This is an optimization exercise on Yosys and OpenROAD, whose aim is small area and a short achievable clock period, not a production implementation. In this exercise RTL edits were held to simulation tests only and were not proved equivalent to the original.

Setup of wip/violet:
## izhikevich
module izhikevich (clk, a, b, c, d, v, u, i, v_prime, u_prime, fired);
clock: 24.0 ns
lec_check: 0
cap_margin: 20
core_margin: 2
core_utilization: 40
slew_margin: 20
standard.sh (not shown) runs the stock make flow with config.mk's settings and CLKGATE_MAP_FILE= SYNTH_SCRIPT=/design/flow/synth_recipe.tcl, a recipe that flattens the netlist after the stock synthesis.
==> flow/flow/run.sh <==
#!/bin/bash
# Standard ORFS layout (the standard.sh, unchanged synthesis), with the
# timing-repair steps aiming for a larger setup slack than the default.
set -euo pipefail
bash standard.sh SETUP_SLACK_MARGIN=8 finish > standard_flow.log 2>&1
wip/violet finished every step from synthesis to the final layout, and the layout passed the timing, DRC and antenna checks.
Setup changes, wip/violet to wip/fjord
- setting ABC_AREA to 1 for the first time
==> flow/flow/run.sh <==
#!/bin/bash
# Standard ORFS layout (the standard.sh, unchanged synthesis), with the
# timing-repair steps aiming for a larger setup slack than the default.
set -euo pipefail
bash standard.sh SETUP_SLACK_MARGIN=7.5 finish > standard_flow.log 2>&1
wip/fjord completed end to end with timing, DRC and antenna clean. Sort wip/fjord and wip/violet by post-synth net total desc -> top: wip/fjord. Of the two values seen for origin of the worst setup path, b[11] was produced by wip/fjord and b[1] by wip/violet. Post-route worst setup slack: wip/fjord better than wip/violet. Of wip/fjord and wip/violet, wip/violet shows the lower number of instances in the placed design, with wip/fjord above it. Fmax: wip/fjord above wip/violet.
Changes in wip/juniper relative to wip/fjord:
- removing ABC_AREA (formerly 1)
==> flow/flow/run.sh <==
#!/bin/bash
# Standard ORFS layout (the standard.sh, unchanged synthesis), with the
# timing-repair steps aiming for a larger setup slack than the default.
set -euo pipefail
bash standard.sh SETUP_SLACK_MARGIN=12 finish > standard_flow.log 2>&1
==> run summary <==
Instance count on the critical path of wip/juniper falls short of that of wip/fjord by more than 10%.
Summary — multi-input gate share of the layout cell area, wip/juniper relative to wip/fjord: lower, by 0.50 points.
wip/juniper vs wip/fjord: compound-gate portion of the synthesized area up in wip/juniper
Taking wip/fjord as 1.0, wip/juniper lands at 1.06 on post-detailed-route via-to-cell ratio.
diff inputs: wip/juniper => wip/onyx
- putting ABC_AREA at 1 where nothing was set
==> flow/flow/run.sh <==
#!/bin/bash
# Standard ORFS layout through the standard.sh, with two changes:
# no full/half-adder cell extraction in synthesis (ABC maps the adder logic
# to ordinary gates), and timing repair aiming for a larger setup slack.
set -euo pipefail
bash standard.sh ADDER_MAP_FILE= SETUP_SLACK_MARGIN=11 finish > standard_flow.log 2>&1
## What came out
- Most common library cell in the layout ignoring fill and taps = nand2_1: wip/onyx; most common library cell in the layout ignoring fill and taps = inv_1: wip/juniper
- Changes observed in wip/onyx relative to wip/juniper: critical path arrival shrank by 3.66 ns; post-detailed-placement half-perimeter wirelength rose by about 50%; routed wire length went up by about 40%.
- Going from wip/juniper to wip/onyx, multiplexer area fraction after synthesis -1.7 points, pre-CTS setup slack +4.01 ns, site row count +9.3%, logic depth of the worst setup path including buffers +13%.
For wip/delta, these inputs were changed with respect to wip/onyx:
==> flow/flow/run.sh <==
#!/bin/bash
# Standard ORFS layout (the standard.sh, unchanged synthesis), with the
# timing-repair steps aiming for a larger setup slack than the default.
set -euo pipefail
bash standard.sh SETUP_SLACK_MARGIN=10 finish > standard_flow.log 2>&1
## What came out
Comparing wip/delta and wip/onyx, the higher worst hold-check slack is on wip/onyx.
In the reports for wip/delta and wip/onyx, the smaller layout overhead on the synthesized area belongs to wip/onyx.
Taking wip/onyx as the reference, in wip/delta clock network contribution to total cell area closely matched the old numbers, flip-flop and latch count after synthesis comparable.

* * *

izhikevich again, from the RTL that the note above started with.
Settings: LEC_CHECK=0, ABC_AREA=1, CAP_MARGIN=20, CORE_MARGIN=2, CORE_UTILIZATION=50, SLEW_MARGIN=20; clock period 24.0 ns.
==> flow/flow/run.sh <==
#!/bin/bash
# Standard ORFS layout through the standard.sh, with two changes:
# no full/half-adder cell extraction in synthesis (ABC maps the adder logic
# to ordinary gates), and timing repair aiming for a larger setup slack.
set -euo pipefail
bash standard.sh ADDER_MAP_FILE= SETUP_SLACK_MARGIN=9.5 finish > standard_flow.log 2>&1
The starting point completed without violations.
==> next run, changes <==
--- a/flow/flow/run.sh
+++ b/flow/flow/run.sh
@@ -6 +6 @@
-bash standard.sh ADDER_MAP_FILE= SETUP_SLACK_MARGIN=9.5 finish > standard_flow.log 2>&1
+bash standard.sh ADDER_MAP_FILE= SETUP_SLACK_MARGIN=10 finish > standard_flow.log 2>&1
Settings changed: CORE_UTILIZATION 50 to 60.
After rerunning: The new run finished clean; routed wire length went down by 3.7%; synthesized cell count does not change; via count went up by 2.1%.
==> next run, changes <==
==> flow/flow/run.sh (replaced) <==
#!/bin/bash
# Standard ORFS layout (the standard.sh, unchanged synthesis), with the
# timing-repair steps aiming for a larger setup slack than the default.
set -euo pipefail
bash standard.sh SETUP_SLACK_MARGIN=7.5 finish > standard_flow.log 2>&1
Settings changed: CORE_UTILIZATION 60 to 40, TNS_END_PERCENT set to 50.
Outcome: Wire length goes down by 28%. Setup slack gets worse by 2800 ps.
==> next run, changes <==
==> flow/run.sh (new file) <==
#!/bin/bash
# synth_recipe.tcl (not shown) runs the flow's synth.tcl, then flattens the netlist and writes it again
# the make line also repeats each setting of config.mk as NAME=value (left out here)
make -C /OpenROAD-flow-scripts/flow DESIGN_CONFIG=/design/flow/config.mk WORK_HOME=/design/flow/orfs CLKGATE_MAP_FILE= SYNTH_SCRIPT=/design/flow/synth_recipe.tcl finish
Settings changed: ABC_AREA 1 to not set, TNS_END_PERCENT 50 to not set.
removed: flow/flow/run.sh
removed: flow/standard.sh
Worst hold slack is better by 6.5 ps. Sequential share of layout area stays flat. Via count fell by 3.5%. Worst setup slack is worse by 2700 ps. Die area rose by 2.1%. Area after synthesis rose by 2.1%.
==> next run, changes <==
==> flow/flow/run.sh (new file) <==
#!/bin/bash
# Standard ORFS layout (the standard.sh, unchanged synthesis), with the
# timing-repair steps aiming for a larger setup slack than the default.
set -euo pipefail
bash standard.sh SETUP_SLACK_MARGIN=9 finish > standard_flow.log 2>&1
==> flow/standard.sh (new file) <==
#!/bin/bash
# synth_recipe.tcl (not shown) runs the flow's synth.tcl, then flattens the netlist and writes it again
# the make line also repeats each setting of config.mk as NAME=value (left out here)
make -C /OpenROAD-flow-scripts/flow DESIGN_CONFIG=/design/flow/config.mk WORK_HOME=/design/flow/orfs CLKGATE_MAP_FILE= SYNTH_SCRIPT=/design/flow/synth_recipe.tcl "${@:-finish}"
Settings changed: ABC_AREA set to 1.
removed: flow/run.sh
=> The changed run completed with no timing, DRC or antenna violations. Fmax rises by 22%. Worst hold slack barely changes. Sequential share of layout area drops by 0.27 points.

* * *

## main
izhikevich again, from the RTL that the note above started with.
==> flow/config.mk <==
export PLATFORM = sky130hd
export DESIGN_NAME = izhikevich
export DESIGN_NICKNAME = izhikevich
export VERILOG_FILES = /design/flow/design.v
export SDC_FILE = /design/flow/constraint.sdc
export NUM_CORES = 4
export LEC_CHECK = 0
export ABC_AREA = 1
export CAP_MARGIN = 20
export CORE_MARGIN = 2
export CORE_UTILIZATION = 40
export SLEW_MARGIN = 20
==> flow/constraint.sdc <==
create_clock -name core_clock -period 24.0 [get_ports {clk}]
set_input_delay 4.8000 -clock core_clock [delete_from_list [all_inputs] [get_ports {clk}]]
set_output_delay 4.8000 -clock core_clock [all_outputs]
set_load 0.01 [all_outputs]
==> flow/flow/run.sh <==
#!/bin/bash
# Standard ORFS layout (the standard.sh, unchanged synthesis), with the
# timing-repair steps aiming for a larger setup slack than the default.
set -euo pipefail
bash standard.sh SETUP_SLACK_MARGIN=7 finish > standard_flow.log 2>&1
[inputs] the feature branch vs main
# main
export LEC_CHECK = 0
export ABC_AREA = 1
export CAP_MARGIN = 20
export CORE_MARGIN = 2
export CORE_UTILIZATION = 40
export SLEW_MARGIN = 20
create_clock -name core_clock -period 24.0 [get_ports {clk}]
# the feature branch
export LEC_CHECK = 0
export CAP_MARGIN = 20
export CORE_MARGIN = 2
export CORE_UTILIZATION = 40
export SLEW_MARGIN = 20
create_clock -name core_clock -period 24.0 [get_ports {clk}]
--- a/flow/flow/run.sh
+++ b/flow/flow/run.sh
@@ -4,2 +4,2 @@
 set -euo pipefail
-bash standard.sh SETUP_SLACK_MARGIN=7 finish > standard_flow.log 2>&1
+bash standard.sh SETUP_SLACK_MARGIN=6 finish > standard_flow.log 2>&1
Biggest cell delay along the critical path: main vs the feature branch, no meaningful difference.

* * *

== nickel ==
Starting RTL as in the previous note.
Settings: LEC_CHECK=0, ABC_AREA=1, CAP_MARGIN=20, CORE_MARGIN=2, CORE_UTILIZATION=50, SLEW_MARGIN=20; clock period 24.0 ns.
==> flow/flow/run.sh <==
#!/bin/bash
# Standard ORFS layout through the standard.sh, with two changes:
# no full/half-adder cell extraction in synthesis (ABC maps the adder logic
# to ordinary gates), and timing repair aiming for a larger setup slack.
set -euo pipefail
bash standard.sh ADDER_MAP_FILE= SETUP_SLACK_MARGIN=10.5 finish > standard_flow.log 2>&1
### nickel -> indigo
-- flow/flow/run.sh --
<<< nickel, line 6
bash standard.sh ADDER_MAP_FILE= SETUP_SLACK_MARGIN=10.5 finish > standard_flow.log 2>&1
>>> indigo, line 6
bash standard.sh ADDER_MAP_FILE= SETUP_SLACK_MARGIN=10 finish > standard_flow.log 2>&1
-- flow/config.mk --
<<< nickel, line 11
export CORE_UTILIZATION = 50
>>> indigo, line 11
export CORE_UTILIZATION = 40
[summary]
- indigo finished all stages; the layout is clean.
- NOTE post-route cell area nickel->indigo decreased slightly
- indigo ended up with a lower buffer share of cell area than nickel did.
- nickel → indigo: via count of the routed design essentially unchanged; count of mapped cells out of synthesis essentially unchanged.
- Compared with nickel, in indigo routed length per instance now smaller, number of iterations in the first detailed-routing pass now smaller, number of buffers other than clock buffers in the final layout now smaller.
- Of nickel and indigo, indigo shows the higher hold slack, with nickel below it.
- Relative to nickel, routed wire length has decreased by 1.6 mm in indigo.
- Re number of clock buffers in the layout: no difference whatsoever between nickel and indigo.
Setup changes, indigo to pepper
==> flow/flow/run.sh <==
#!/bin/bash
# Standard ORFS layout (the standard.sh, unchanged synthesis), with the
# timing-repair steps aiming for a larger setup slack than the default.
set -euo pipefail
bash standard.sh SETUP_SLACK_MARGIN=8 finish > standard_flow.log 2>&1
Results
- When pepper is measured against indigo, its longest individual stage delay on the worst path turns out 0.08 ns higher.
- Vias: pepper below indigo
- | post-cts repair resize count | pepper vs indigo | 155 higher |
- Re via-per-instance ratio: indigo was higher than pepper.
- Cmp pepper and indigo / worst setup slack / higher: indigo
- From indigo to pepper the numbers moved as follows: worst-margin pin slew went down, number of buffer and inverter instances along the worst setup path rose by 14.
- pepper vs. indigo: layout cell share with drive strength beyond 1 went up by 6.6 points.
> inputs changed (pepper -> yarrow)
==> flow/flow/run.sh <==
#!/bin/bash
# Standard ORFS layout (the standard.sh), with Yosys's generic ABC pass
# skipped before adder extraction and the timing repair aiming for more slack.
set -euo pipefail
bash standard.sh SETUP_SLACK_MARGIN=7.5 SYNTH_ARGS=-noabc finish > standard_flow.log 2>&1
Notes after the runs:
Compared with pepper, placement density in the core of yarrow is higher.
Global routing usage on met2 ends up lower on yarrow.
Commonest non-fill, non-tap cell in the layout: sky130_fd_sc_hd__xor2_1 -> yarrow, sky130_fd_sc_hd__inv_1 -> pepper
Relative to pepper, post-synth net total has decreased by 5.9% in yarrow.
Any difference in global-route wire length before repair between yarrow and pepper is small enough to ignore.
On multi-input logic cell count, yarrow tracks pepper almost exactly.
[compare] base=pepper new=yarrow: critical path depth decreased by 7 relative to the old numbers, fraction of layout cells with a size suffix above 1 increased by 2.4 points relative to the old numbers, final critical path time including I/O delays and setup increased by 0.65 ns relative to the old numbers, sequential share of layout area closely matched the old numbers.

## afterwards: timing with drivers on the ports
The flow's constraints put no driver on any port. The routed layouts listed below were extracted and timed again, unchanged, in two steps.
Step 1, drivers: a clkbuf_16 drives clk and a buf_2 each remaining input, both assumed.
Step 2, shift: input delay + t, output delay - t, t = (earliest + latest rising clock arrival at the registers) / 2. This alone moves slack from input paths to output paths.
Slacks: no drivers / after step 1 / after step 2; pairs: no drivers / after step 1.
run	shift t [ns]	setup WS [ns]	worst setup path after step 2
wip/violet	0.337	7.848 / 7.850 / 7.513	input to register
wip/fjord	0.312	8.020 / 8.022 / 7.709	input to register
wip/juniper	0.336	7.776 / 7.781 / 7.446	input to register
wip/onyx	0.363	11.519 / 11.552 / 11.189	input to register
wip/delta	0.317	8.673 / 8.619 / 8.302	input to register
the first run of note 2	0.350	10.412 / 10.441 / 10.091	input to register
the second run of note 2	0.350	10.786 / 10.814 / 10.464	input to register
the third run of note 2	0.312	8.020 / 8.022 / 7.709	input to register
the fourth run of note 2	0.334	5.289 / 5.256 / 4.922	input to register
the fifth run of note 2	0.310	8.696 / 8.628 / 8.318	input to register
main	0.314	7.718 / 7.722 / 7.408	input to register
the feature branch	0.336	6.599 / 6.617 / 6.282	input to register
nickel	0.351	11.049 / 11.077 / 10.726	input to register
indigo	0.362	10.750 / 10.780 / 10.418	input to register
pepper	0.309	8.365 / 8.326 / 8.016	input to register
yarrow	0.315	7.714 / 7.706 / 7.392	input to register
After both steps every run listed still meets setup and hold. The setup slack of the fifth run of note 2, which loses most, moves by -0.068 ns with the drivers and by -0.378 ns with both steps.
